This design comes from an exercise in tuning for small area on the open sky130 flow, not from production work.
In this exercise RTL edits were held to simulation tests only and were not proved equivalent to the original.
Power and IR drop assume default switching activity.

`flow/config.mk`:
```
export PLATFORM = sky130hd
export DESIGN_NAME = reg_file
export DESIGN_NICKNAME = reg_file
export VERILOG_FILES = /design/flow/design.v
export SDC_FILE = /design/flow/constraint.sdc
export NUM_CORES = 4
export LEC_CHECK = 0
export CAP_MARGIN = 20
export CORE_MARGIN = 2
export CORE_UTILIZATION = 40
export SLEW_MARGIN = 20
```
`flow/constraint.sdc`:
```
create_clock -name core_clock -period 7.0 [get_ports {clk}]
set_input_delay 1.4000 -clock core_clock [delete_from_list [all_inputs] [get_ports {clk}]]
set_output_delay 1.4000 -clock core_clock [all_outputs]
set_load 0.01 [all_outputs]
```
`flow/design.v`:
```
`timescale 1ns / 1ps
module reg_file (
    input clk,
    input reset,
    input we,               
    input [4:0]  rs1,              
    input [4:0]  rs2,              
    input [4:0]  rd,               
    input [31:0] wd,               
    output [31:0] rd1,              
    output [31:0] rd2               
);
    reg [31:0] regs[0:31];
    integer i;
    always @(posedge clk or posedge reset) begin
        if (reset) begin
            for (i = 0; i < 32; i = i + 1)
                regs[i] <= 32'b0;
        end else if (we && rd != 5'd0) begin
            regs[rd] <= wd;   
        end
    end
    assign rd1 = (rs1 == 5'd0) ? 32'b0 : regs[rs1];
    assign rd2 = (rs2 == 5'd0) ? 32'b0 : regs[rs2];
endmodule
```
`flow/run.sh`:
```
#!/bin/bash
# synth_recipe.tcl (not shown) runs the flow's synth.tcl, then flattens the netlist and writes it again
# the make line also repeats each setting of config.mk as NAME=value (left out here)
make -C /OpenROAD-flow-scripts/flow DESIGN_CONFIG=/design/flow/config.mk WORK_HOME=/design/flow/orfs CLKGATE_MAP_FILE= SYNTH_SCRIPT=/design/flow/synth_recipe.tcl finish
```
==> results of run 1 <==
[per-stage QoR]
stage	setup WS, ns	setup TNS, ns	total power [mW]	cell area (um2)
floorplan	-8.066	-8001.80	9.234	51700
finish	0.3755	0	16.73	59950
detailed placement	0.5372	0	10.59	56190
CTS	0.5274	0	16.56	59840
global placement	0.6001	0	10.51	56150
global route	0.4765	0	17.13	59890
[kinds of logic (layout without fill, tap and decap cells)]
kind of cell,Yosys count,after routing,synth area share
DFF,992,992,0.4802
buffers and inverters,524,635,0.04180
other,0,24,0
and+or+nand+nor,1384,1384,0.1503
muxes,1000,1000,0.2177
AOI/OAI and AO/OA,749,749,0.1100
[cells in the final DEF (no fill, tap or decap), drive strengths merged, types with 6 or more instances in the layout]
cell	count
nor4bb	9
nand2	86
a31o	6
a221oi	9
nand3	598
buf	322
a222oi	33
and2	20
clkbuf	151
and3	232
nand2b	11
and4	49
inv	21
a31oi	56
a221o	8
a21oi	77
a22oi	356
and3b	9
clkinvlp	6
nand3b	8
nor3b	10
a22o	45
nor3	29
nor4	40
o2111ai	15
o31a	20
clkdlybuf4s50	99
dfrtp	992
nand4	184
a2111oi	71
bufinv	10
mux2	995
clkinv	26
diode	24
nor2	74
o21ai	18
a32oi	7
nor2b	8
[synthesized netlist by cell type, drive strengths merged, types with 8 or more instances]
library cell | n | area (um2)
clkbuf | 293 | 1101
a222oi | 33 | 330.3
nor4 | 40 | 256.5
and3b | 9 | 78.83
nor2 | 74 | 295.3
inv | 19 | 71.32
mux2 | 995 | 11200
a21oi | 77 | 385.4
o21ai | 18 | 90.09
buf | 211 | 984.7
a2111oi | 71 | 646.9
nor4bb | 9 | 90.09
o31a | 20 | 175.2
nand2 | 86 | 322.8
a221o | 8 | 80.08
and4 | 49 | 429.2
a22o | 45 | 394.1
nor3b | 10 | 85.08
nand2b | 11 | 68.82
dfrtp | 992 | 24820
a31oi | 56 | 350.3
nor2b | 8 | 50.05
nand3 | 598 | 2993
and3 | 232 | 1451
o2111ai | 15 | 131.4
nand3b | 8 | 60.06
nor3 | 29 | 165.2
a221oi | 9 | 78.83
a22oi | 356 | 2673
nand4 | 184 | 1151
and2 | 20 | 125.1
[worst max-delay path by stage]
stage	endpoint	slack (ns)	from	cells after the start
after floorplan	regs[10][0]	-8.07	reset	1
after global placement	rd2[24]	0.60	rs2[3]	7
after detailed placement	rd2[24]	0.54	rs2[3]	7
after CTS	rd2[24]	0.53	rs2[3]	7
after global routing	rd1[1]	0.48	rs1[1]	8
final	rd2[11]	0.38	rs2[3]	7
[area by class of cell]
class	count	area, um2
Fill cell	11790	67900
Multi-Input combinational cell	3133	25220
Sequential cell	992	24820
Timing Repair Buffer	421	4046
Clock buffer	151	3087
Tap cell	1662	2079
Clock inverter	43	559.3
Inverter	20	78.83
Antenna cell	24	60.06
[layer usage]
layer,up-vias,routed length (um)
met5,-,221
met4,22,24370
met3,1536,45870
met2,5196,109200
met1,24430,100800
li1,17890,-
[power breakdown]
part,switching [mW],internal [mW],leakage [nW]
logic,1.35,1.28,11.4
registers,1.20,6.86,12.7
clock network,2.60,3.44,1.79
total,5.15,11.6,25.8
==> impl_metrics.toml, run 1 <==
[logic_synthesis]
synth-seq-cells = 992
synth.avg_cell_area_um2 = 11.12
synth_cell_types = 73
synth_warnings = 2
synth-main-ff-cell = "dfrtp_1"
async_reset_ff_frac = 1.000
synth_nets = 4699
synth-edff-count = 0
netlist_area_um2 = 51700
yosysSeqAreaShare = 0.4802
synthCells = 4649

[route]
dr.pass1.iters = 9
ant_nets = 0
finalWirelength_um = 280400
drc_errors = 0
vias_per_cell = 7.613
drt-wirelength-per-cell_um = 43.51
vias = 49070
drt_iter0_drc = 10230

[cts]
numCtsBuffers = 109
cts_resized = 0
cts_tree = "done"
clk_path_buf_depth = 3
cts_max_level = 3
clkLatencyLatePin_ns = 0.80
holdBufCountCts = 0
clkTransAtPathRegs_ns = 0.06
clock_sinks = 992
post_cts_buffers = 0
root_buffer = "clkbuf_16"

[setup_path]
critical-path-slowest-cell = "and2_2"
r2r_end = "regs[31][20]"
slowest_delay_ns = 0.87
r2r_start = "regs[31][20]"
critPathCaptureType = "output port"
reg2regPathDepth = 1
rrSetupSlack_ns = 5.98
critical_path_required_ns = 5.60
worstPathMaxFanout = 16
crit_arrival_ns = 5.22
path_class = "input pin to output port"
setup.worst_path.start_class = "input pin"
path_cells = "clkdlybuf4s50_1 > nor2b_4 > and2_2 > a22oi_1 > and4_1 > a31oi_1 > clkdlybuf4s50_1"
cp_top_family = "simple AND/OR/NAND/NOR gates"
crit_top_cell = "clkdlybuf4s50_1"
crit_buf_inv = 2

[floorplan]
die_h_um = 363.5
core_um2 = 127800
start_util = 0.4044
die_w_um = 363.5
num_rows = 131
fp.dieArea_um2 = 132100
io_pins = 114

[hold_path]
hp-class = "flip-flop to flip-flop"
worstHoldPathCells = 1
hp-start = "regs[5][11]"
whs_endpoint = "regs[5][11]"

[timing]
period_needed_ns = 6.624
relSlewSlack = 0.1135
holdWs_ns = 0.5116
finClkSkew_ns = 0
report.final.hold_viol_count = 0
max_freq_mhz = 151.0
drv_slew = 0
rsz0062_at_grt = "no"
worstMarginPinSlew_ns = 1.330
fin_crit_sh = 0.9464
setup_viol = 0

[placed_design]
hpwl_um = 174000
post-place-cells = 6225
io_buffers = 113
gp_congestion = 1.048

[finish]
post-route-util = 0.4689
area_delta_synth_final_pct = 15.96
largest_reg_flops = 992
final_cells = 6446
layout.nets = 4727
largest_registers = "regs: 992 flops"
largest_register = "regs"
drive_gt1_frac = 0.3374

[global_route]
grt_pass1_vias = 45840
grt_max_degree = 143
use_met1 = 0.5264
grt_pass1_wl_um = 381900
grt_use_met3 = 0.1915
top_usage_layer = "met2"
met2_usage = 0.5579
antenna_found_initial = 24
grt_overflow_total = 0
track_usage = 0.4161

[power_and_ir_drop]
power_density_nw_per_um2 = 279.1
leakage_nw = 25.84
vdd_ir_drop_max_mv = 0.2185

[status]
status = "no timing/DRC/antenna violations"

[run]
drv_cap = 0
==> inputs of run 2 (changes only) <==
==> flow/design.v (replaced) <==
`timescale 1ns / 1ps
module reg_file (
    input clk,
    input reset,
    input we,               
    input [4:0]  rs1,              
    input [4:0]  rs2,              
    input [4:0]  rd,               
    input [31:0] wd,               
    output [31:0] rd1,              
    output [31:0] rd2               
);
    reg  [31:0] regs [1:31];
    reg  [31:1] valid;
    always @(posedge clk or posedge reset) begin
        if (reset)
            valid <= 31'b0;
        else if (we && rd != 5'd0)
            valid[rd] <= 1'b1;
    end
    genvar g, b;
    generate
        for (g = 1; g < 32; g = g + 1) begin : gen_reg
            always @(posedge clk)
                if (we && rd == g)
                    regs[g] <= wd;
        end
    endgenerate
    reg [31:1] sel1, sel2;
    integer i;
    always @* begin
        for (i = 1; i < 32; i = i + 1) begin
            sel1[i] = (rs1 == i) & valid[i];
            sel2[i] = (rs2 == i) & valid[i];
        end
    end
    generate
        for (b = 0; b < 32; b = b + 1) begin : gen_bit
            wire [31:1] q;
            for (g = 1; g < 32; g = g + 1) begin : gen_q
                assign q[g] = regs[g][b];
            end
            rf_read_bit u_r1 (.sel(sel1), .q(q), .y(rd1[b]));
            rf_read_bit u_r2 (.sel(sel2), .q(q), .y(rd2[b]));
        end
    endgenerate
endmodule
module rf_read_bit (
    input  [31:1] sel,
    input  [31:1] q,
    output        y
);
    wire [10:0] n;    
    genvar k;
    generate
        for (k = 0; k < 10; k = k + 1) begin : gen_aoi
            rf_aoi222 u (.a1(sel[3*k+1]), .a2(q[3*k+1]),
                         .b1(sel[3*k+2]), .b2(q[3*k+2]),
                         .c1(sel[3*k+3]), .c2(q[3*k+3]), .y(n[k]));
        end
    endgenerate
    rf_nand2 u_n2 (.a(sel[31]), .b(q[31]), .y(n[10]));
    wire [2:0] p;
    rf_nand4 u_p0 (.a(n[0]), .b(n[1]), .c(n[2]), .d(n[3]), .y(p[0]));
    rf_nand4 u_p1 (.a(n[4]), .b(n[5]), .c(n[6]), .d(n[7]), .y(p[1]));
    rf_nand3 u_p2 (.a(n[8]), .b(n[9]), .c(n[10]), .y(p[2]));
    rf_or3   u_o  (.a(p[0]), .b(p[1]), .c(p[2]), .y(y));
endmodule
module rf_aoi222 (input a1, a2, b1, b2, c1, c2, output y);
    assign y = ~((a1 & a2) | (b1 & b2) | (c1 & c2));
endmodule
module rf_nand2 (input a, b, output y);
    assign y = ~(a & b);
endmodule
module rf_nand3 (input a, b, c, output y);
    assign y = ~(a & b & c);
endmodule
module rf_nand4 (input a, b, c, d, output y);
    assign y = ~(a & b & c & d);
endmodule
module rf_or3 (input a, b, c, output y);
    assign y = a | b | c;
endmodule
--- a/flow/config.mk
+++ b/flow/config.mk
@@ -7,5 +7,7 @@
 export LEC_CHECK = 0
 export CAP_MARGIN = 20
 export CORE_MARGIN = 2
-export CORE_UTILIZATION = 40
+export CORE_UTILIZATION = 50
 export SLEW_MARGIN = 20
+export SYNTH_HIERARCHICAL = 1
+export SYNTH_MINIMUM_KEEP_SIZE = 0
==> impl_metrics.toml, run 2 <==
[status]
status = "no timing/DRC/antenna violations"

[timing]
report.final.hold_viol_count = 0
fin_crit_sh = 0.9125
drv_slew = 0
rsz0062_at_grt = "no"
finClkSkew_ns = 0
worstMarginPinSlew_ns = 1.203
setup_viol = 0
fin_tns_setup_ns = 0
max_freq_mhz = 156.6
period_needed_ns = 6.387
holdWs_ns = 0.4864
relSlewSlack = 0.1979

[floorplan]
num_rows = 104
die_h_um = 288.6
io_pins = 114
die_w_um = 288.6
start_util = 0.5042
core_um2 = 80290
fp.dieArea_um2 = 83260

[route]
ant_nets = 0
drt_iter0_drc = 8067
finalWirelength_um = 151200
drt-wirelength-per-cell_um = 40.72
vias_per_cell = 8.147
dr.pass1.iters = 14
vias = 30240
drc_errors = 0

[finish]
layout.nets = 2625
post-route-util = 0.5909
regArea_um2 = 30560
drive_gt1_frac = 0.1411
final_cell_mix = "992 x edfxtp_1, 640 x a222oi_1, 131 x nand4_1"
area_delta_synth_final_pct = 17.20
largest_reg_flops = 992
final_common_cell = "edfxtp_1"
nFillCells = 6026
largest_register = "regs"
multi_input_area_um2 = 10120
largest_registers = "regs: 992 flops, valid: 31 flops"

[global_route]
grt_pass1_wl_um = 209800
antenna_found_initial = 7
track_usage = 0.3560
grt_pass1_vias = 29260
grt_max_degree = 33
grt_overflow_total = 0

[setup_path]
setup.worst_path.start_class = "input pin"
critical-path-slowest-cell = "clkdlybuf4s50_1"
crit_arrival_ns = 4.99
path_cells = "clkdlybuf4s50_1 > and3b_1 > and3_2 > a222oi_1 > nand4_1 > or3_1 > clkdlybuf4s50_1"
critPathCaptureType = "output port"
worstPathMaxFanout = 32
cp_top_family = "simple AND/OR/NAND/NOR gates"
crit_top_cell = "clkdlybuf4s50_1"
path_class = "input pin to output port"
critical_path_required_ns = 5.60
rrSetupSlack_ns = 6.22
crit_buf_inv = 2
slowest_delay_ns = 0.63

[logic_synthesis]
synth_top_area_cell = "edfxtp_1"
synth_nets = 2307
yosysMostFrequentCell = "edfxtp_1"
synth_cell_types = 53
synth-seq-cells = 1023
synth.area.top_cells = "edfxtp_1 74%, a222oi_1 16%, nand4_1 2.0%, dfrtp_1 1.9%, or3_1 1.0%"
synth.avg_cell_area_um2 = 18.03
synthCells = 2245
async_reset_ff_frac = 0.03030
synth_warnings = 8
netlist_area_um2 = 40480
synth_top_area_share = 0.7358
yosysSeqAreaShare = 0.7550
yosys-top-cells-count = "992 x edfxtp_1, 640 x a222oi_1, 131 x nand4_1"
synth-edff-count = 992
synth-main-ff-cell = "edfxtp_1"

[cts]
root_buffer = "clkbuf_16"
clkLatencyLatePin_ns = 0.66
clk_path_buf_depth = 3
numCtsBuffers = 103
cts_max_level = 3
clkTransAtPathRegs_ns = 0.06
post_cts_buffers = 0
cts_tree = "done"
holdBufCountCts = 0
clock_sinks = 1023
cts_resized = 0

[power_and_ir_drop]
power_density_nw_per_um2 = 281.4
p_comb_frac = 0.076
p_int_mw = 10.29
clock_power_share = 0.404
switchingPower_mw = 3.055
vdd_ir_drop_max_mv = 0.2274
power_mw = 13.35
swShare = 0.2288
power_frac_seq = 0.521
leakage_nw = 15.25

[hold_path]
hp-class = "flip-flop to flip-flop"

[placed_design]
hpwl_um = 90190
gp_congestion = 0.9738
io_buffers = 113

[run]
drv_cap = 0
## run 2: cell count changes after synthesis, moves of 55 or more
cell       before  now
a21oi_1        77    2
a31oi_1        56    1
a222oi_1       33  640
dfrtp_1       992   31
edfxtp_1        0  992
mux2_2        993    0
and3_1        232   65
or3_1           2   67
buf_2         136    2
clkbuf_1      292    3
buf_1          70    0
a22oi_1       356    0
a2111oi_0      67    0
nand3_1       598   70
## run 2: metrics by stage
stage / instances / instance area, um2 / setup WS (ns)
2_1_floorplan: 2245 / 40480 / 2.630
3_3_place_gp: 3515 / 44200 / 0.7790
3_5_place_dp: 3516 / 44210 / 0.7444
4_1_cts: 3708 / 47480 / 0.7305
5_1_grt: 3711 / 47440 / 0.5343
6_report: 3712 / 47450 / 0.6125
## run 2: modules after synthesis (local to each module, per instance), excerpt
module,cells inside,copies in the design,flip-flops and latches,area (um2)
rf_nand3,1,64,0,5.005
rf_nand2,1,64,0,3.754
rf_or3,1,64,0,6.256
rf_aoi222,1,640,0,10.01
reg_file,1285,1,1023,32320
rf_nand4,1,128,0,6.256
## run 2: metal layers
metal | part of all wire | GRT usage | vias to the layer above
met5 | 0.00024 | 0 | -
met3 | 0.14 | 0.07717 | 558
met2 | 0.45 | 0.5427 | 2891
met4 | 0.070 | 0.2027 | 6
met1 | 0.34 | 0.4775 | 15120
li1 | - | - | 11670
## run 2: final timing paths
check	startpoint	endpoint	cells after the start
max in group asynchronous	reset	valid[2]	2
min	valid[4]	valid[4]	1
max reg2reg	valid[1]	valid[1]	1
min reg2reg	valid[4]	valid[4]	1
min in group asynchronous	reset	valid[23]	2
max	rs1[0]	rd1[31]	7
## run 2: cell type report
class | count | share of cell area
clock inverter | 62 | 0.01021
clock buffer | 130 | 0.05868
tap | 1060 | 0.02795
antenna | 2 | 0.0001055
multi-input combinational | 1205 | 0.2133
inverter | 9 | 0.0007120
sequential | 1023 | 0.6442
timing repair buffer | 221 | 0.04483
## run 2: kinds of logic after synthesis
kind of cell | after synthesis | synth area share
fa+ha+maj | 12 | 0.003709
compound gates | 686 | 0.1683
buf+inv | 17 | 0.002102
flops | 1023 | 0.7550
simple gates | 504 | 0.06960
xor+xnor | 3 | 0.001298
## run 2: power groups by stage
stage	combinational (mW)	clock [mW]	sequential, mW
2_1_floorplan	0.390	0	7.04
3_3_place_gp	0.971	0	7.07
3_5_place_dp	0.987	0	7.07
4_1_cts	0.989	5.41	6.95
5_1_grt	1.04	5.64	6.96
6_report	1.01	5.39	6.95
==> inputs of run 3 (changes only) <==
--- a/flow/design.v
+++ b/flow/design.v
@@ -12,28 +12,25 @@
 );
     reg  [31:0] regs [1:31];
     reg  [31:1] valid;
+    wire [31:1] wen;        
+    wire [31:1] sel1, sel2;  
+    rf_wdec u_wdec (.en(we), .a(rd), .y(wen));
+    rf_dec u_dec1 (.a(rs1), .v(valid), .y(sel1));
+    rf_dec u_dec2 (.a(rs2), .v(valid), .y(sel2));
     always @(posedge clk or posedge reset) begin
         if (reset)
             valid <= 31'b0;
-        else if (we && rd != 5'd0)
-            valid[rd] <= 1'b1;
+        else
+            valid <= valid | wen;
     end
     genvar g, b;
     generate
         for (g = 1; g < 32; g = g + 1) begin : gen_reg
             always @(posedge clk)
-                if (we && rd == g)
+                if (wen[g])
                     regs[g] <= wd;
         end
     endgenerate
-    reg [31:1] sel1, sel2;
-    integer i;
-    always @* begin
-        for (i = 1; i < 32; i = i + 1) begin
-            sel1[i] = (rs1 == i) & valid[i];
-            sel2[i] = (rs2 == i) & valid[i];
-        end
-    end
     generate
         for (b = 0; b < 32; b = b + 1) begin : gen_bit
             wire [31:1] q;
@@ -60,11 +57,12 @@
         end
     endgenerate
     rf_nand2 u_n2 (.a(sel[31]), .b(q[31]), .y(n[10]));
-    wire [2:0] p;
+    wire [1:0] p;
+    wire       m;
     rf_nand4 u_p0 (.a(n[0]), .b(n[1]), .c(n[2]), .d(n[3]), .y(p[0]));
     rf_nand4 u_p1 (.a(n[4]), .b(n[5]), .c(n[6]), .d(n[7]), .y(p[1]));
-    rf_nand3 u_p2 (.a(n[8]), .b(n[9]), .c(n[10]), .y(p[2]));
-    rf_or3   u_o  (.a(p[0]), .b(p[1]), .c(p[2]), .y(y));
+    rf_nor2  u_m  (.a(p[0]), .b(p[1]), .y(m));
+    rf_nand4 u_o  (.a(m), .b(n[8]), .c(n[9]), .d(n[10]), .y(y));
 endmodule
 module rf_aoi222 (input a1, a2, b1, b2, c1, c2, output y);
     assign y = ~((a1 & a2) | (b1 & b2) | (c1 & c2));
@@ -72,12 +70,49 @@
 module rf_nand2 (input a, b, output y);
     assign y = ~(a & b);
 endmodule
-module rf_nand3 (input a, b, c, output y);
-    assign y = ~(a & b & c);
+module rf_nor2 (input a, b, output y);
+    assign y = ~(a | b);
 endmodule
 module rf_nand4 (input a, b, c, d, output y);
     assign y = ~(a & b & c & d);
 endmodule
-module rf_or3 (input a, b, c, output y);
-    assign y = a | b | c;
+module rf_wdec (
+    input         en,
+    input  [4:0]  a,
+    output [31:1] y
+);
+    wire [3:0] lo_n;    
+    wire [7:0] hi_n;    
+    genvar j, k;
+    generate
+        for (j = 0; j < 4; j = j + 1) begin : gen_lo
+            assign lo_n[j] = ~(en & (a[1:0] == j));
+        end
+        for (k = 0; k < 8; k = k + 1) begin : gen_hi
+            assign hi_n[k] = ~(a[4:2] == k);
+        end
+        for (j = 1; j < 32; j = j + 1) begin : gen_y
+            assign y[j] = ~(lo_n[j % 4] | hi_n[j / 4]);
+        end
+    endgenerate
 endmodule
+module rf_dec (
+    input  [4:0]  a,
+    input  [31:1] v,
+    output [31:1] y
+);
+    wire [3:0] lo_n;    
+    wire [7:0] hi_n;    
+    genvar j, k;
+    generate
+        for (j = 0; j < 4; j = j + 1) begin : gen_lo
+            assign lo_n[j] = ~(a[1:0] == j);
+        end
+        for (k = 0; k < 8; k = k + 1) begin : gen_hi
+            assign hi_n[k] = ~(a[4:2] == k);
+        end
+        for (j = 1; j < 32; j = j + 1) begin : gen_y
+            assign y[j] = ~(lo_n[j % 4] | hi_n[j / 4]) & v[j];
+        end
+    endgenerate
+endmodule
--- a/flow/config.mk
+++ b/flow/config.mk
@@ -8,6 +8,9 @@
 export CAP_MARGIN = 20
 export CORE_MARGIN = 2
 export CORE_UTILIZATION = 50
+export CTS_BUF_LIST = sky130_fd_sc_hd__clkbuf_8
+export CTS_CLUSTER_DIAMETER = 60
+export CTS_CLUSTER_SIZE = 15
 export SLEW_MARGIN = 20
 export SYNTH_HIERARCHICAL = 1
 export SYNTH_MINIMUM_KEEP_SIZE = 0
==> impl_metrics.toml, run 3 <==
[logic_synthesis]
synth.area.top_cells = "edfxtp_1 75%, a222oi_1 16%, nand4_1 3.0%, dfrtp_1 2.0%, and3_1 0.98%"
synthXorXnorAreaFrac = 0
synth_compound_area_frac = 0.1613
synth.avg_cell_area_um2 = 18.43
netlist_area_um2 = 39710
yosys.area_share.simple = 0.06865
synthAdderAreaFrac = 0
synth_nets = 2205
synth-seq-cells = 1023
synth_top_area_share = 0.7501
synth-main-ff-cell = "edfxtp_1"
async_reset_ff_frac = 0.03030
synthMuxAreaShare = 0
synth_top_area_cell = "edfxtp_1"
yosysMostFrequentCell = "edfxtp_1"
synth_top_family_by_area = "compound AO/OA/AOI/OAI gates"
yosys-top-cells-count = "992 x edfxtp_1, 640 x a222oi_1, 193 x nand4_1"
synthCells = 2155
yosysSeqAreaShare = 0.7697
synth_warnings = 8
synth_cell_types = 22
synth-edff-count = 992

[finish]
largest_registers = "regs: 992 flops, valid: 31 flops"
layout.nets = 2506
largest_register = "regs"
largest_reg_flops = 992
area_delta_synth_final_pct = 12.44
nFillCells = 6064
drive_gt1_frac = 0.1275
fin_area_um2 = 44650
final_cell_mix = "992 x edfxtp_1, 640 x a222oi_1, 193 x nand4_1"
final_cells = 3561
post-route-util = 0.5661
final_common_cell = "edfxtp_1"

[route]
drt_iter0_drc = 8033
vias_per_cell = 8.184
vias = 29150
ant_nets = 0
drc_errors = 0
drt-wirelength-per-cell_um = 42.22
dr.pass1.iters = 12
finalWirelength_um = 150300

[global_route]
grt_overflow_total = 0
track_usage = 0.3595
antenna_found_initial = 7
grt_pass1_wl_um = 207500
grt_max_degree = 34
grt_pass1_vias = 28210

[cts]
post_cts_buffers = 0
clkTransAtPathRegs_ns = 0.09
clk_path_buf_depth = 3
clkLatencyLatePin_ns = 0.70
holdBufCountCts = 0
root_buffer = "clkbuf_8"
cts_tree = "done"
numCtsBuffers = 83
clock_sinks = 1023
cts_max_level = 3
cts_resized = 0

[setup_path]
worstPathMaxFanout = 32
setup.worst_path.start_class = "input pin"
critPathCaptureType = "output port"
path_cells = "clkdlybuf4s50_1 > and3b_1 > and3_2 > a222oi_1 > nand4_1 > nor2_1 > nand4_1 > clkdlybuf4s50_1"
critical_path_required_ns = 5.60
cp_top_family = "simple AND/OR/NAND/NOR gates"
critical-path-slowest-cell = "clkdlybuf4s50_1"
crit_arrival_ns = 5.01
path_class = "input pin to output port"
crit_buf_inv = 2
slowest_delay_ns = 0.63

[timing]
holdWs_ns = 0.4821
fin_ws_ns = 0.5901
worstMarginPinSlew_ns = 1.203
fin_crit_sh = 0.9157
drv_slew = 0
finClkSkew_ns = 0
fin_tns_setup_ns = 0
max_freq_mhz = 156.0
relSlewSlack = 0.1983
rsz0062_at_grt = "no"
report.final.hold_viol_count = 0
period_needed_ns = 6.410
setup_viol = 0

[status]
status = "no timing/DRC/antenna violations"

[floorplan]
num_rows = 103
core_um2 = 78870
start_util = 0.5035
die_w_um = 285.8
die_h_um = 285.8
fp.dieArea_um2 = 81690
io_pins = 114

[placed_design]
io_buffers = 113
postPlaceCellArea_um2 = 43260
gp_congestion = 0.9659
post-place-cells = 3421
dp_slack_ns = 0.7062
hpwl_um = 86070

[power_and_ir_drop]
power_mw = 10.97
leakage_nw = 13.66
power_density_nw_per_um2 = 245.7
vdd_ir_drop_max_mv = 0.1631

[run]
drv_cap = 0

[hold_path]
hp-class = "flip-flop to flip-flop"
==> run 3: changes by cell type in the layout (fill, tap and decap cells not counted), sizes merged, moves of 30 or more <==
cell / before / now
or3: 67 / 0
nand3: 70 / 0
clkbuf: 130 / 84
or2: 2 / 32
nor2: 42 / 99
nand4: 132 / 193
clkinv: 46 / 7
==> run 3: logic make-up after synthesis <==
kind of cell	Yosys count
AOI/OAI and AO/OA	640
buffers and inverters	4
DFF	1023
and+or+nand+nor	488
==> run 3: modules after synthesis (local to each module, per instance), a selection <==
module / cells inside / flops+latches / times used
rf_aoi222: 1 / 0 / 640
rf_nand2: 1 / 0 / 64
rf_nand4: 1 / 0 / 192
rf_dec: 47 / 0 / 2
rf_wdec: 46 / 0 / 1
rf_nor2: 1 / 0 / 64
reg_file: 1055 / 1023 / 1
==> run 3: cell type report <==
class                           count  area (um2)  area share
Clock buffer                       84        1156     0.02589
Sequential cell                  1023       30560      0.6845
Multi-Input combinational cell   1128        9415      0.2109
Tap cell                         1050        1314     0.02942
Clock inverter                     47       326.6    0.007314
Inverter                            1       3.754  0.00008407
Antenna cell                        9       22.52   0.0005044
Timing Repair Buffer              219        1848     0.04139
==> run 3: routing by layer <==
| metal | GRT usage | vias up | wire [um] |
|---|---|---|---|
| met1 | 0.4907 | 14620 | 53160 |
| li1 | - | 11190 | - |
| met4 | 0.1497 | 6 | 6780 |
| met5 | 0.002326 | - | 38 |
| met2 | 0.5297 | 2866 | 65040 |
| met3 | 0.1234 | 465 | 25320 |
==> run 3: power by group <==
group,switching [mW],total [mW],leakage (nW),internal (mW)
Sequential,0.0601,6.88,9.29,6.82
Clock,2.00,3.25,0.823,1.25
Combinational,0.563,0.844,3.54,0.281
==> run 3: worst paths after layout <==
kind	depth (start not counted)	startpoint	to	slack, ns
hold / removal	1	valid[8]	valid[8]	0.48
min in group asynchronous	3	reset	valid[30]	1.11
hold reg to reg	1	valid[8]	valid[8]	0.48
setup / recovery	8	rs1[3]	rd1[11]	0.59
setup reg to reg	1	valid[19]	valid[19]	6.23
max in group asynchronous	3	reset	valid[25]	5.59
==> inputs of run 4 (changes only) <==
==> flow/flow/run.sh (new file) <==
#!/bin/bash
# The standard ORFS layout (standard.sh, unchanged synthesis), with three
# area-oriented changes passed to ORFS as variables:
#  - ports are buffered with buf_2 instead of the default buffer cell,
#  - CTS uses clkbuf_8 with small, compact sink clusters and no dummy loads,
#  - global routing recovers power (downsizes cells off critical paths).
set -euo pipefail
export BUFFER_PORTS_ARGS="-buffer_cell sky130_fd_sc_hd__buf_2"
export CTS_ARGS="-sink_clustering_enable -repair_clock_nets -dont_use_dummy_load -buf_list sky130_fd_sc_hd__clkbuf_8 -sink_clustering_size 15 -sink_clustering_max_diameter 60"
export RECOVER_POWER=100
bash standard.sh finish > flow_make.log 2>&1
==> flow/standard.sh (new file) <==
#!/bin/bash
# synth_recipe.tcl (not shown) runs the flow's synth.tcl, then flattens the netlist and writes it again
# the make line also repeats each setting of config.mk as NAME=value (left out here)
make -C /OpenROAD-flow-scripts/flow DESIGN_CONFIG=/design/flow/config.mk WORK_HOME=/design/flow/orfs CLKGATE_MAP_FILE= SYNTH_SCRIPT=/design/flow/synth_recipe.tcl "${@:-finish}"
removed: flow/run.sh
==> impl_metrics.toml, run 4 <==
[timing]
setup_viol = 0
fin_crit_sh = 0.8914
max_freq_mhz = 160.3
worstMarginPinSlew_ns = 3.406
report.final.hold_viol_count = 0
fin_tns_setup_ns = 0
drv_slew = 1639
period_needed_ns = 6.240
holdWs_ns = 0.4860
relSlewSlack = -1.270
finClkSkew_ns = 0
rsz0062_at_grt = "no"

[logic_synthesis]
synth_top_family_by_area = "compound AO/OA/AOI/OAI gates"
synthAdderAreaFrac = 0
synthMuxAreaShare = 0
async_reset_ff_frac = 0.03030
synth.avg_cell_area_um2 = 18.43
synth-edff-count = 992
yosysMostFrequentCell = "edfxtp_1"
synth_top_area_cell = "edfxtp_1"
synthCells = 2155
synth_cell_types = 22
synthXorXnorAreaFrac = 0
netlist_area_um2 = 39710
yosys-top-cells-count = "992 x edfxtp_1, 640 x a222oi_1, 193 x nand4_1"
synth-seq-cells = 1023
synth.area.top_cells = "edfxtp_1 75%, a222oi_1 16%, nand4_1 3.0%, dfrtp_1 2.0%, and3_1 0.98%"
synth_warnings = 8
yosys.area_share.simple = 0.06865
synth_compound_area_frac = 0.1613
synth_top_area_share = 0.7501
synth-main-ff-cell = "edfxtp_1"
yosysSeqAreaShare = 0.7697
synth_nets = 2205

[floorplan]
fp.dieArea_um2 = 81690
start_util = 0.5035
num_rows = 103
die_h_um = 285.8
die_w_um = 285.8
core_um2 = 78870
io_pins = 114

[hold_path]
worstHoldPathCells = 1
whs_endpoint = "valid[4]"
hp-class = "flip-flop to flip-flop"
hp-start = "valid[4]"

[route]
vias_per_cell = 8.343
drt_iter0_drc = 7745
ant_nets = 0
drt-wirelength-per-cell_um = 43.22
dr.pass1.iters = 13
drc_errors = 0
vias = 28810
finalWirelength_um = 149200

[placed_design]
gp_congestion = 0.9065
postPlaceCellArea_um2 = 42280
io_buffers = 113
hpwl_um = 80040

[finish]
fin_area_um2 = 43070
largest_reg_flops = 992
final_cell_mix = "992 x edfxtp_1, 640 x a222oi_1, 193 x nand4_1"
area_delta_synth_final_pct = 8.453
drive_gt1_frac = 0.08250
largest_register = "regs"
layout.nets = 2452
final_common_cell = "edfxtp_1"
largest_registers = "regs: 992 flops, valid: 31 flops"

[cts]
clock_sinks = 1023
clk_path_buf_depth = 3
holdBufCountCts = 0
clkTransAtPathRegs_ns = 0.08
cts_resized = 0
post_cts_buffers = 0
cts_max_level = 3
clkLatencyLatePin_ns = 0.69
root_buffer = "clkbuf_8"
cts_tree = "done"
numCtsBuffers = 81

[setup_path]
crit_arrival_ns = 4.84
critical_path_required_ns = 5.60
critPathCaptureType = "output port"
slowest_delay_ns = 1.53
path_cells = "buf_2 > nor2b_1 > and3_1 > a222oi_1 > nand4_1 > nor2_1 > nand4_1 > clkbuf_1"
r2r_end = "valid[15]"
cp_top_family = "simple AND/OR/NAND/NOR gates"
critical-path-slowest-cell = "and3_1"
crit_top_cell = "nand4_1"
worstPathMaxFanout = 32
r2r_start = "valid[15]"
crit_buf_inv = 2
setup.worst_path.start_class = "input pin"
reg2regPathDepth = 1
rrSetupSlack_ns = 6.25
path_class = "input pin to output port"

[global_route]
antenna_found_initial = 15
track_usage = 0.3557
grt_pass1_wl_um = 205500
grt_max_degree = 34
grt_overflow_total = 0
grt_pass1_vias = 28100

[run]
drv_cap = 59

[power_and_ir_drop]
vdd_ir_drop_max_mv = 0.1712
leakage_nw = 12.76
power_density_nw_per_um2 = 244.5

[status]
status = "finished with violations"
check.faults = "capacitance limit, slew limit"
==> run 4: cell counts after synthesis <==
No cell type changed its count.
==> run 4: logic make-up after synthesis <==
kind of cell,count (synthesis)
DFF,1023
AOI/OAI and AO/OA,640
buffers and inverters,4
and+or+nand+nor,488
==> run 4: layer usage <==
metal / wire [um] / global-route usage / vias to the layer above
met4: 7038 / 0.1590 / 16
li1: - / - / 11020
met5: 230 / 0.01221 / -
met3: 26230 / 0.1321 / 474
met2: 63910 / 0.5088 / 2881
met1: 51830 / 0.4871 / 14420
==> run 4: cell type report <==
cell class                 instances  area, um2
multi-input combinational       1128       9330
inverter                           1      3.754
timing repair buffer             167      734.5
sequential                      1023      30560
clock buffer                      81       1115
fill                            6322      35800
tap                             1050       1314
antenna                            3      7.507
==> run 4: power breakdown <==
part	total (mW)	internal (mW)	switching [mW]
logic	0.732	0.178	0.554
registers	6.89	6.83	0.0616
clock network	2.91	1.04	1.87
total	10.5	8.04	2.49
==> run 4: how the worst max path moves through the flow <==
| stage | cells past startpoint | slack [ns] | start | end |
|---|---|---|---|---|
| finish | 8 | 0.76 | rs2[1] | rd2[5] |
| global route | 8 | 0.75 | rs2[1] | rd2[5] |
| CTS | 8 | 1.59 | rs1[4] | rd1[18] |
| detailed placement | 8 | 1.59 | rs1[4] | rd1[18] |
| global placement | 8 | 1.65 | rs1[4] | rd1[18] |
| floorplan | 6 | 2.81 | rs1[3] | rd1[0] |
==> run 4: Yosys stat by module, one instance, submodules excluded, a selection <==
module	area, um2	times used	cells	flip-flops and latches
rf_wdec	226.5	1	46	0
reg_file	30760	1	1055	1023
rf_aoi222	10.01	640	1	0
rf_nand4	6.256	192	1	0
rf_nand2	3.754	64	1	0
rf_dec	317.8	2	47	0
rf_nor2	3.754	64	1	0
==> run 4: per-stage QoR <==
stage               total power, mW    util  worst slack [ns]  std cells
floorplan                     7.295       -             2.807       2155
global placement              7.723  0.5360             1.649       3369
detailed placement            7.737  0.5360             1.592       3369
CTS                           10.52  0.5501             1.593       3450
global route                  10.78  0.5461            0.7549       3453
finish                        10.53  0.5461            0.7602       3453
==> inputs of run 5 (changes only) <==
==> flow/flow/run.sh (replaced) <==
#!/bin/bash
# The standard ORFS layout (standard.sh, unchanged synthesis), with two
# area-oriented changes passed to ORFS as variables:
#  - ports are buffered with buf_2 instead of the default buffer cell,
#  - CTS uses clkbuf_8 with small, compact sink clusters and no dummy loads.
# ORFS writes each tool's log under orfs/logs/; make's output goes to
# flow_make.log.
set -euo pipefail
export BUFFER_PORTS_ARGS="-buffer_cell sky130_fd_sc_hd__buf_2"
export CTS_ARGS="-sink_clustering_enable -repair_clock_nets -dont_use_dummy_load -buf_list sky130_fd_sc_hd__clkbuf_8 -sink_clustering_size 15 -sink_clustering_max_diameter 60"
bash standard.sh finish > flow_make.log 2>&1
==> impl_metrics.toml, run 5 <==
[global_route]
top_usage_layer = "met2"
grt_pass1_vias = 28100
grt_use_met3 = 0.1321
grt_overflow_total = 0
use_met1 = 0.4871
track_usage = 0.3557
grt_max_degree = 34
grt_pass1_wl_um = 205500
met2_usage = 0.5088
antenna_found_initial = 15

[cts]
clk_path_buf_depth = 3
clock_sinks = 1023
holdBufCountCts = 0
post_cts_buffers = 0
cts_max_level = 3
numCtsBuffers = 81
cts_resized = 0
root_buffer = "clkbuf_8"
cts_tree = "done"
clkTransAtPathRegs_ns = 0.09
clkLatencyLatePin_ns = 0.68

[status]
status = "no timing/DRC/antenna violations"

[floorplan]
core_um2 = 78870
die_h_um = 285.8
io_pins = 114
die_w_um = 285.8
fp.dieArea_um2 = 81690
start_util = 0.5035
num_rows = 103

[logic_synthesis]
synth-seq-cells = 1023
synth_top_area_cell = "edfxtp_1"
yosysSeqAreaShare = 0.7697
synth_nets = 2205
netlist_area_um2 = 39710
async_reset_ff_frac = 0.03030
yosysMostFrequentCell = "edfxtp_1"
synth-edff-count = 992
synth-main-ff-cell = "edfxtp_1"
synth_warnings = 8
yosys-top-cells-count = "992 x edfxtp_1, 640 x a222oi_1, 193 x nand4_1"
synth_cell_types = 22
synthCells = 2155
synth.avg_cell_area_um2 = 18.43
synth_top_area_share = 0.7501
synth.area.top_cells = "edfxtp_1 75%, a222oi_1 16%, nand4_1 3.0%, dfrtp_1 2.0%, and3_1 0.98%"

[route]
drt-wirelength-per-cell_um = 42.99
dr.pass1.iters = 13
drt_iter0_drc = 7922
vias = 28690
finalWirelength_um = 148500
drc_errors = 0
vias_per_cell = 8.305
ant_nets = 0

[power_and_ir_drop]
clock_power_share = 0.275
p_comb_frac = 0.072
p_int_mw = 8.059
leakage_nw = 13.21
power_frac_seq = 0.653
power_density_nw_per_um2 = 242.7
vdd_ir_drop_max_mv = 0.1711
swShare = 0.2351
switchingPower_mw = 2.477

[placed_design]
io_buffers = 113
hpwl_um = 80040
dp_slack_ns = 1.592
gp_congestion = 0.9065
postPlaceCellArea_um2 = 42280

[finish]
largest_register = "regs"
largest_registers = "regs: 992 flops, valid: 31 flops"
final_common_cell = "edfxtp_1"
fin_area_um2 = 43400
drive_gt1_frac = 0.1408
area_delta_synth_final_pct = 9.298
largest_reg_flops = 992
layout.nets = 2452
final_cell_mix = "992 x edfxtp_1, 640 x a222oi_1, 193 x nand4_1"
nFillCells = 6222

[timing]
report.final.hold_viol_count = 0
max_freq_mhz = 180.2
finClkSkew_ns = 0
holdWs_ns = 0.4873
worstMarginPinSlew_ns = 1.275
drv_slew = 0
period_needed_ns = 5.549
fin_ws_ns = 1.451
fin_tns_setup_ns = 0
rsz0062_at_grt = "no"
setup_viol = 0
fin_crit_sh = 0.7927
relSlewSlack = 0.1502

[setup_path]
worstPathMaxFanout = 32
path_class = "input pin to output port"
critical_path_required_ns = 5.60
crit_arrival_ns = 4.15
setup.worst_path.start_class = "input pin"
critPathCaptureType = "output port"

[run]
drv_cap = 0

[hold_path]
hp-class = "flip-flop to flip-flop"
run 5: per-module statistics from Yosys, one instance, submodules excluded, a selection:
module | area (um2) | flops+latches | times used
reg_file | 30760 | 1023 | 1
rf_wdec | 226.5 | 0 | 1
rf_nand2 | 3.754 | 0 | 64
rf_aoi222 | 10.01 | 0 | 640
rf_dec | 317.8 | 0 | 2
rf_nor2 | 3.754 | 0 | 64
rf_nand4 | 6.256 | 0 | 192
run 5: logic make-up (layout without fill, tap and decap cells):
| kind of cell | count (synthesis) | count (layout) | share of synthesized area |
|---|---|---|---|
| buf+inv | 4 | 249 | 0.0003780 |
| other cells | 0 | 4 | 0 |
| compound gates | 640 | 640 | 0.1613 |
| simple gates | 488 | 488 | 0.06865 |
| flops | 1023 | 1023 | 0.7697 |
run 5: cell type report:
cell class,count,area [um2],share of cell area
clock buffers,81,1115,0.02568
repair buffers,167,970.9,0.02237
inverters,1,3.754,0.00008648
diodes,4,10.01,0.0002306
flip-flops and latches,1023,30560,0.7042
multi-input cells,1128,9427,0.2172
well taps,1050,1314,0.03027
run 5: stage by stage:
stage	cells	utilization	power, mW
floorplan	2155	-	7.295
global placement	3369	0.5360	7.723
detailed placement	3369	0.5360	7.737
CTS	3450	0.5501	10.52
global route	3453	0.5503	10.79
finish	3454	0.5503	10.54
run 5: path summary, 6_finish.rpt:
| kind | from | to | slack (ns) | depth (start not counted) |
|---|---|---|---|---|
| max | rs1[4] | rd1[18] | 1.45 | 8 |
| min | valid[26] | valid[26] | 0.49 | 1 |
| max reg2reg | valid[19] | valid[19] | 6.26 | 1 |
| min reg2reg | valid[26] | valid[26] | 0.49 | 1 |
| max in group asynchronous | reset | valid[4] | 5.92 | 3 |
| min in group asynchronous | reset | valid[13] | 0.77 | 3 |
run 5: worst max-delay path, stage by stage:
cell      delay (ns)
buf_2           0.15
nor3b_2         0.41
and3_2          1.07
a222oi_1        0.36
nand4_1         0.31
nor2_1          0.15
nand4_1         0.12
buf_2           0.14
run 5: power by group through the flow:
| stage | clock, mW | sequential [mW] | combinational [mW] |
|---|---|---|---|
| 2_1_floorplan | 0 | 7.00 | 0.298 |
| 3_3_place_gp | 0 | 7.01 | 0.711 |
| 3_5_place_dp | 0 | 7.02 | 0.722 |
| 4_1_cts | 2.92 | 6.88 | 0.722 |
| 5_1_grt | 3.13 | 6.89 | 0.773 |
| 6_report | 2.90 | 6.88 | 0.754 |
run 5: per-layer routing:
layer	wire length (um)	up-vias	share of wire
met3	25810	478	0.17
met1	51910	14360	0.35
met5	233	-	0.0016
met4	7255	16	0.049
met2	63270	2820	0.43
li1	-	11020	-
==> inputs of run 6 (changes only) <==
==> flow/flow/run.sh (replaced) <==
#!/bin/bash
# The standard ORFS layout (standard.sh, unchanged synthesis), with these
# area-oriented changes passed to ORFS as variables:
#  - ports are buffered with buf_2 instead of the default buffer cell, and
#    before resizing the output ports' buffers become buf_1 (pre_resize.tcl),
#  - CTS uses clkbuf_8 with small, compact sink clusters and no dummy loads.
# ORFS writes each tool's log under orfs/logs/; make's output goes to
# flow_make.log.
set -euo pipefail
HERE=$(cd "$(dirname "${BASH_SOURCE[0]}")" && pwd)
export BUFFER_PORTS_ARGS="-buffer_cell sky130_fd_sc_hd__buf_2"
export PRE_RESIZE_TCL="$HERE/pre_resize.tcl"
export CTS_ARGS="-sink_clustering_enable -repair_clock_nets -dont_use_dummy_load -buf_list sky130_fd_sc_hd__clkbuf_8 -sink_clustering_size 15 -sink_clustering_max_diameter 60"
bash standard.sh finish > flow_make.log 2>&1
==> flow/flow/pre_resize.tcl (new file) <==
# Output ports drive only the 0.01 pF pin load: use buf_1 for their port
# buffers (repair_design, which follows, fixes any violation this makes).
foreach port [get_ports -filter "direction == output"] {
  set net [get_nets [get_full_name $port]]
  foreach pin [get_pins -of_objects $net] {
    if {[get_property $pin direction] ne "output"} continue
    set inst [get_cells -of_objects $pin]
    if {[string match "*/sky130_fd_sc_hd__buf_2" [get_full_name [get_lib_cells -of_objects $inst]]]} {
      replace_cell $inst sky130_fd_sc_hd__buf_1
    }
  }
}
==> impl_metrics.toml, run 6 <==
[status]
status = "no timing/DRC/antenna violations"

[finish]
area_delta_synth_final_pct = 9.106
fin_area_um2 = 43330
post-route-util = 0.5494
largest_register = "regs"
nFillCells = 6193
largest_reg_flops = 992
largest_registers = "regs: 992 flops, valid: 31 flops"
final_common_cell = "edfxtp_1"
drive_gt1_frac = 0.1142
final_cell_mix = "992 x edfxtp_1, 640 x a222oi_1, 193 x nand4_1"
layout.nets = 2452

[logic_synthesis]
synth_nets = 2205
synthCells = 2155
synth_warnings = 8
yosysSeqAreaShare = 0.7697
netlist_area_um2 = 39710
yosysMostFrequentCell = "edfxtp_1"
synth_top_area_cell = "edfxtp_1"
synth.area.top_cells = "edfxtp_1 75%, a222oi_1 16%, nand4_1 3.0%, dfrtp_1 2.0%, and3_1 0.98%"
async_reset_ff_frac = 0.03030
yosys-top-cells-count = "992 x edfxtp_1, 640 x a222oi_1, 193 x nand4_1"
synth-main-ff-cell = "edfxtp_1"
synth_cell_types = 22
synth-seq-cells = 1023
synth-edff-count = 992
synth.avg_cell_area_um2 = 18.43
synth_top_area_share = 0.7501

[floorplan]
fp.dieArea_um2 = 81690
start_util = 0.5035
die_w_um = 285.8
num_rows = 103
die_h_um = 285.8
core_um2 = 78870
io_pins = 114

[global_route]
track_usage = 0.3546
antenna_found_initial = 12
top_usage_layer = "met2"
grt_pass1_vias = 28080
grt_overflow_total = 0
use_met1 = 0.4824
grt_pass1_wl_um = 205000
met2_usage = 0.5098
grt_use_met3 = 0.1378
grt_max_degree = 34

[route]
finalWirelength_um = 148400
vias_per_cell = 8.319
drt-wirelength-per-cell_um = 42.92
ant_nets = 0
drc_errors = 0
vias = 28760
drt_iter0_drc = 7777
dr.pass1.iters = 13

[power_and_ir_drop]
vdd_ir_drop_max_mv = 0.1317
leakage_nw = 12.97
power_density_nw_per_um2 = 242.9

[timing]
setup_viol = 0
max_freq_mhz = 177.3
fin_tns_setup_ns = 0
worstMarginPinSlew_ns = 1.265
relSlewSlack = 0.1567
fin_ws_ns = 1.360
report.final.hold_viol_count = 0
fin_crit_sh = 0.8057
period_needed_ns = 5.640
rsz0062_at_grt = "no"
finClkSkew_ns = 0
drv_slew = 0

[cts]
clkLatencyLatePin_ns = 0.69
root_buffer = "clkbuf_8"
cts_tree = "done"
clkTransAtPathRegs_ns = 0.06
post_cts_buffers = 0
cts_resized = 0
clk_path_buf_depth = 3
numCtsBuffers = 81
clock_sinks = 1023
holdBufCountCts = 0
cts_max_level = 3

[hold_path]
hp-class = "flip-flop to flip-flop"

[placed_design]
io_buffers = 113
postPlaceCellArea_um2 = 42200
hpwl_um = 80070
gp_congestion = 0.9065
dp_slack_ns = 1.574

[setup_path]
critical_path_required_ns = 5.60
path_class = "input pin to output port"
critPathCaptureType = "output port"
setup.worst_path.start_class = "input pin"
crit_arrival_ns = 4.24
worstPathMaxFanout = 32

[run]
drv_cap = 0
==> run 6: cell counts after synthesis <==
No cell type changed its count.
==> run 6: routing by layer <==
| metal | share of wire | up-vias |
|---|---|---|
| li1 | - | 11030 |
| met1 | 0.35 | 14440 |
| met2 | 0.43 | 2846 |
| met3 | 0.17 | 431 |
| met4 | 0.043 | 12 |
| met5 | 0.0014 | - |
==> run 6: path summary, 6_finish.rpt <==
check	from	slack (ns)	endpoint	cells past startpoint
setup / recovery	rs1[4]	1.36	rd1[18]	8
hold / removal	valid[24]	0.48	valid[24]	1
setup reg to reg	valid[13]	6.26	valid[13]	1
hold reg to reg	valid[24]	0.48	valid[24]	1
max in group asynchronous	reset	5.89	valid[18]	3
min in group asynchronous	reset	0.75	valid[20]	3
==> run 6: critical path: stages <==
cell and delay, ns:
buf_2 0.15, nor3b_2 0.42, and3_2 1.08, a222oi_1 0.38
nand4_1 0.32, nor2_1 0.15, nand4_1 0.11, buf_1 0.18
==> run 6: logic make-up after synthesis <==
logic type / Yosys count / synth area share
flip-flops: 1023 / 0.7697
AND/OR/NAND/NOR: 488 / 0.06865
AO/OA/AOI/OAI: 640 / 0.1613
buffers and inverters: 4 / 0.0003780
==> run 6: Yosys stat by module (local to each module, per instance), excerpt <==
module	cells inside	flip-flops and latches	cell area [um2]
reg_file	1055	1023	30760
rf_aoi222	1	0	10.01
rf_dec	47	0	317.8
rf_nand2	1	0	3.754
rf_nand4	1	0	6.256
rf_nor2	1	0	3.754
rf_wdec	46	0	226.5
==> run 6: final cells by class <==
cell class | instances | area [um2] | share of cell area
sequential | 1023 | 30560 | 0.7054
multi-input combinational | 1128 | 9423 | 0.2175
tap | 1050 | 1314 | 0.03032
clock buffer | 81 | 1115 | 0.02573
timing repair buffer | 167 | 890.9 | 0.02056
antenna | 7 | 17.52 | 0.0004043
inverter | 1 | 3.754 | 0.00008663
==> run 6: stage by stage <==
step                      instances  power (mW)  hold WS (ns)
after floorplan                2155       7.295        0.4371
after global placement         3369       7.723        0.4544
after detailed placement       3369       7.721        0.4603
after CTS                      3450       10.50        0.4769
after global routing           3454       10.77        0.4963
final                          3457       10.52        0.4784
==> run 6: where the power goes <==
part / total, mW / switching [mW] / internal (mW)
clock network: 2.90 / 1.87 / 1.04
logic: 0.739 / 0.556 / 0.183
registers: 6.88 / 0.0614 / 6.82
total: 10.5 / 2.48 / 8.04
==> inputs of run 7 (changes only) <==
--- a/flow/flow/run.sh
+++ b/flow/flow/run.sh
@@ -10,5 +10,5 @@
 HERE=$(cd "$(dirname "${BASH_SOURCE[0]}")" && pwd)
 export BUFFER_PORTS_ARGS="-buffer_cell sky130_fd_sc_hd__buf_2"
 export PRE_RESIZE_TCL="$HERE/pre_resize.tcl"
-export CTS_ARGS="-sink_clustering_enable -repair_clock_nets -dont_use_dummy_load -buf_list sky130_fd_sc_hd__clkbuf_8 -sink_clustering_size 15 -sink_clustering_max_diameter 60"
+export CTS_ARGS="-sink_clustering_enable -repair_clock_nets -dont_use_dummy_load -buf_list sky130_fd_sc_hd__clkbuf_8 -sink_clustering_size 17 -sink_clustering_max_diameter 60"
 bash standard.sh finish > flow_make.log 2>&1
==> impl_metrics.toml, run 7 <==
[floorplan]
num_rows = 103
fp.dieArea_um2 = 81690
start_util = 0.5035
die_h_um = 285.8
io_pins = 114
core_um2 = 78870
die_w_um = 285.8

[run]
drv_cap = 0

[hold_path]
hp-start = "valid[24]"
worstHoldPathCells = 1
whs_endpoint = "valid[24]"
hp-class = "flip-flop to flip-flop"

[timing]
period_needed_ns = 5.571
fin_tns_setup_ns = 0
max_freq_mhz = 179.5
finClkSkew_ns = 0
report.final.hold_viol_count = 0
fin_crit_sh = 0.7958
setup_viol = 0
rsz0062_at_grt = "no"
relSlewSlack = 0.1485
worstMarginPinSlew_ns = 1.277
drv_slew = 0

[status]
status = "no timing/DRC/antenna violations"

[global_route]
antenna_found_initial = 12
track_usage = 0.3547
grt_pass1_wl_um = 204800
grt_pass1_vias = 28040
grt_max_degree = 34
grt_overflow_total = 0

[setup_path]
rrSetupSlack_ns = 6.26
crit_arrival_ns = 4.17
setup.worst_path.start_class = "input pin"
reg2regPathDepth = 1
path_class = "input pin to output port"
r2r_end = "valid[27]"
r2r_start = "valid[27]"
critical_path_required_ns = 5.60
worstPathMaxFanout = 32
critPathCaptureType = "output port"

[cts]
clock_sinks = 1023
clk_path_buf_depth = 3
numCtsBuffers = 75
clkTransAtPathRegs_ns = 0.06
cts_tree = "done"
root_buffer = "clkbuf_8"
clkLatencyLatePin_ns = 0.71
cts_max_level = 3
post_cts_buffers = 0
holdBufCountCts = 0
cts_resized = 0

[finish]
nFillCells = 6211
final_cell_mix = "992 x edfxtp_1, 640 x a222oi_1, 193 x nand4_1"
regArea_um2 = 30560
largest_register = "regs"
drive_gt1_frac = 0.1119
area_delta_synth_final_pct = 8.891
layout.nets = 2446
multi_input_area_um2 = 9423
largest_reg_flops = 992
final_common_cell = "edfxtp_1"
largest_registers = "regs: 992 flops, valid: 31 flops"
final_cells = 3450

[logic_synthesis]
synth.area.top_cells = "edfxtp_1 75%, a222oi_1 16%, nand4_1 3.0%, dfrtp_1 2.0%, and3_1 0.98%"
synth.avg_cell_area_um2 = 18.43
netlist_area_um2 = 39710
synth-main-ff-cell = "edfxtp_1"
async_reset_ff_frac = 0.03030
synth-seq-cells = 1023
synth_nets = 2205
yosys-top-cells-count = "992 x edfxtp_1, 640 x a222oi_1, 193 x nand4_1"
yosysMostFrequentCell = "edfxtp_1"
synth_top_area_cell = "edfxtp_1"
synth_top_area_share = 0.7501
synth-edff-count = 992
yosysSeqAreaShare = 0.7697
synthCells = 2155
synth_warnings = 8
synth_cell_types = 22

[power_and_ir_drop]
leakage_nw = 12.93
vdd_ir_drop_max_mv = 0.1466
power_density_nw_per_um2 = 241.1

[placed_design]
post-place-cells = 3369
gp_congestion = 0.9065
io_buffers = 113
hpwl_um = 80070

[route]
drc_errors = 0
drt_iter0_drc = 7777
vias_per_cell = 8.336
vias = 28760
dr.pass1.iters = 14
finalWirelength_um = 148300
drt-wirelength-per-cell_um = 42.98
ant_nets = 0
## run 7: cell counts after synthesis
No cell type changed its count.
## run 7: cell type report
type                       instances  area share
antenna                            6   0.0003472
sequential                      1023      0.7068
timing repair buffer             167     0.02060
tap                             1050     0.03038
clock buffer                      75     0.02387
multi-input combinational       1128      0.2179
inverter                           1  0.00008680
## run 7: logic make-up after synthesis
| kind of cell | synth area share |
|---|---|
| flops | 0.7697 |
| buf+inv | 0.0003780 |
| compound gates | 0.1613 |
| simple gates | 0.06865 |
## run 7: report_power, final
group	switching (mW)	internal, mW	total [mW]
sequential	0.0613	6.82	6.88
clock	1.84	0.965	2.81
combinational	0.557	0.183	0.739
total	2.46	7.97	10.4
## run 7: modules after synthesis (local to each module, per instance), a selection
module / times used / cell area, um2
rf_dec: 2 / 317.8
reg_file: 1 / 30760
rf_nor2: 64 / 3.754
rf_nand2: 64 / 3.754
rf_aoi222: 640 / 10.01
rf_nand4: 192 / 6.256
rf_wdec: 1 / 226.5
## run 7: worst max-delay path by stage
stage,cells past startpoint,endpoint,slack (ns),from
after detailed placement,8,rd1[18],1.57,rs1[4]
final,8,rd1[18],1.43,rs1[4]
after floorplan,6,rd1[0],2.81,rs1[3]
after CTS,8,rd1[18],1.57,rs1[4]
after global routing,8,rd1[18],1.43,rs1[4]
after global placement,8,rd1[18],1.65,rs1[4]
## run 7: worst max-delay path, stage by stage
cell,delay [ns]
buf_2,0.15
nor3b_2,0.39
and3_2,1.06
a222oi_1,0.38
nand4_1,0.31
nor2_1,0.15
nand4_1,0.11
buf_1,0.18
## run 7: layer usage
layer / wire length, um / GRT usage
met5: 227 / 0.01163
met2: 63550 / 0.5102
met1: 51540 / 0.4815
met4: 6653 / 0.1475
met3: 26310 / 0.1411
## run 7: metrics by stage
step / util / power (mW) / hold slack [ns] / instance area, um2 / setup slack [ns]
floorplan: - / 7.295 / 0.4371 / 39710 / 2.807
global placement: 0.5360 / 7.723 / 0.4544 / 42280 / 1.649
detailed placement: 0.5350 / 7.721 / 0.4603 / 42200 / 1.574
CTS: 0.5481 / 10.40 / 0.4763 / 43230 / 1.574
global route: 0.5482 / 10.68 / 0.4986 / 43240 / 1.427
finish: 0.5483 / 10.43 / 0.4854 / 43240 / 1.429

==> static timing again, ports no longer ideal <==
How much do the figures lean on ideal ports? The routed layouts below were timed once more, with nothing changed but the port constraints. Step 1: set_driving_cell puts a clkbuf_16 on clk and a buf_2 on each other input, an assumption about the parent block. Step 2, shift: input delay + t, output delay - t, t = (earliest + latest rising clock arrival at the registers) / 2. This alone moves slack from input paths to output paths. Three values: ideal ports, drivers, drivers and shift; two values: the first two.
run	shift t [ns]	setup WS [ns]	worst setup path at the end	clock arrival spread, ns	max-slew violations	pins driven straight from the clock port
run 1	0.856	0.376 / 0.259 / 0.259	input to output	0.052 / 0.052	0 / 0	1
run 2	0.726	0.613 / 0.588 / 0.588	input to output	0.022 / 0.021	0 / 0	1
run 3	0.768	0.590 / 0.566 / 0.566	input to output	0.029 / 0.029	0 / 0	1
run 4	0.775	0.760 / 0.715 / 0.715	input to output	0.064 / 0.064	1639 / 1641	1
run 5	0.764	1.451 / 1.428 / 1.428	input to output	0.061 / 0.061	0 / 0	1
run 6	0.758	1.360 / 1.334 / 1.334	input to output	0.066 / 0.067	0 / 0	1
run 7	0.746	1.429 / 1.382 / 1.382	input to output	0.073 / 0.074	0 / 0	1
The drivers bring new slew violations in run 4. The setup slack of run 1, which loses most, moves by -0.117 ns with the drivers and by -0.117 ns with both steps.
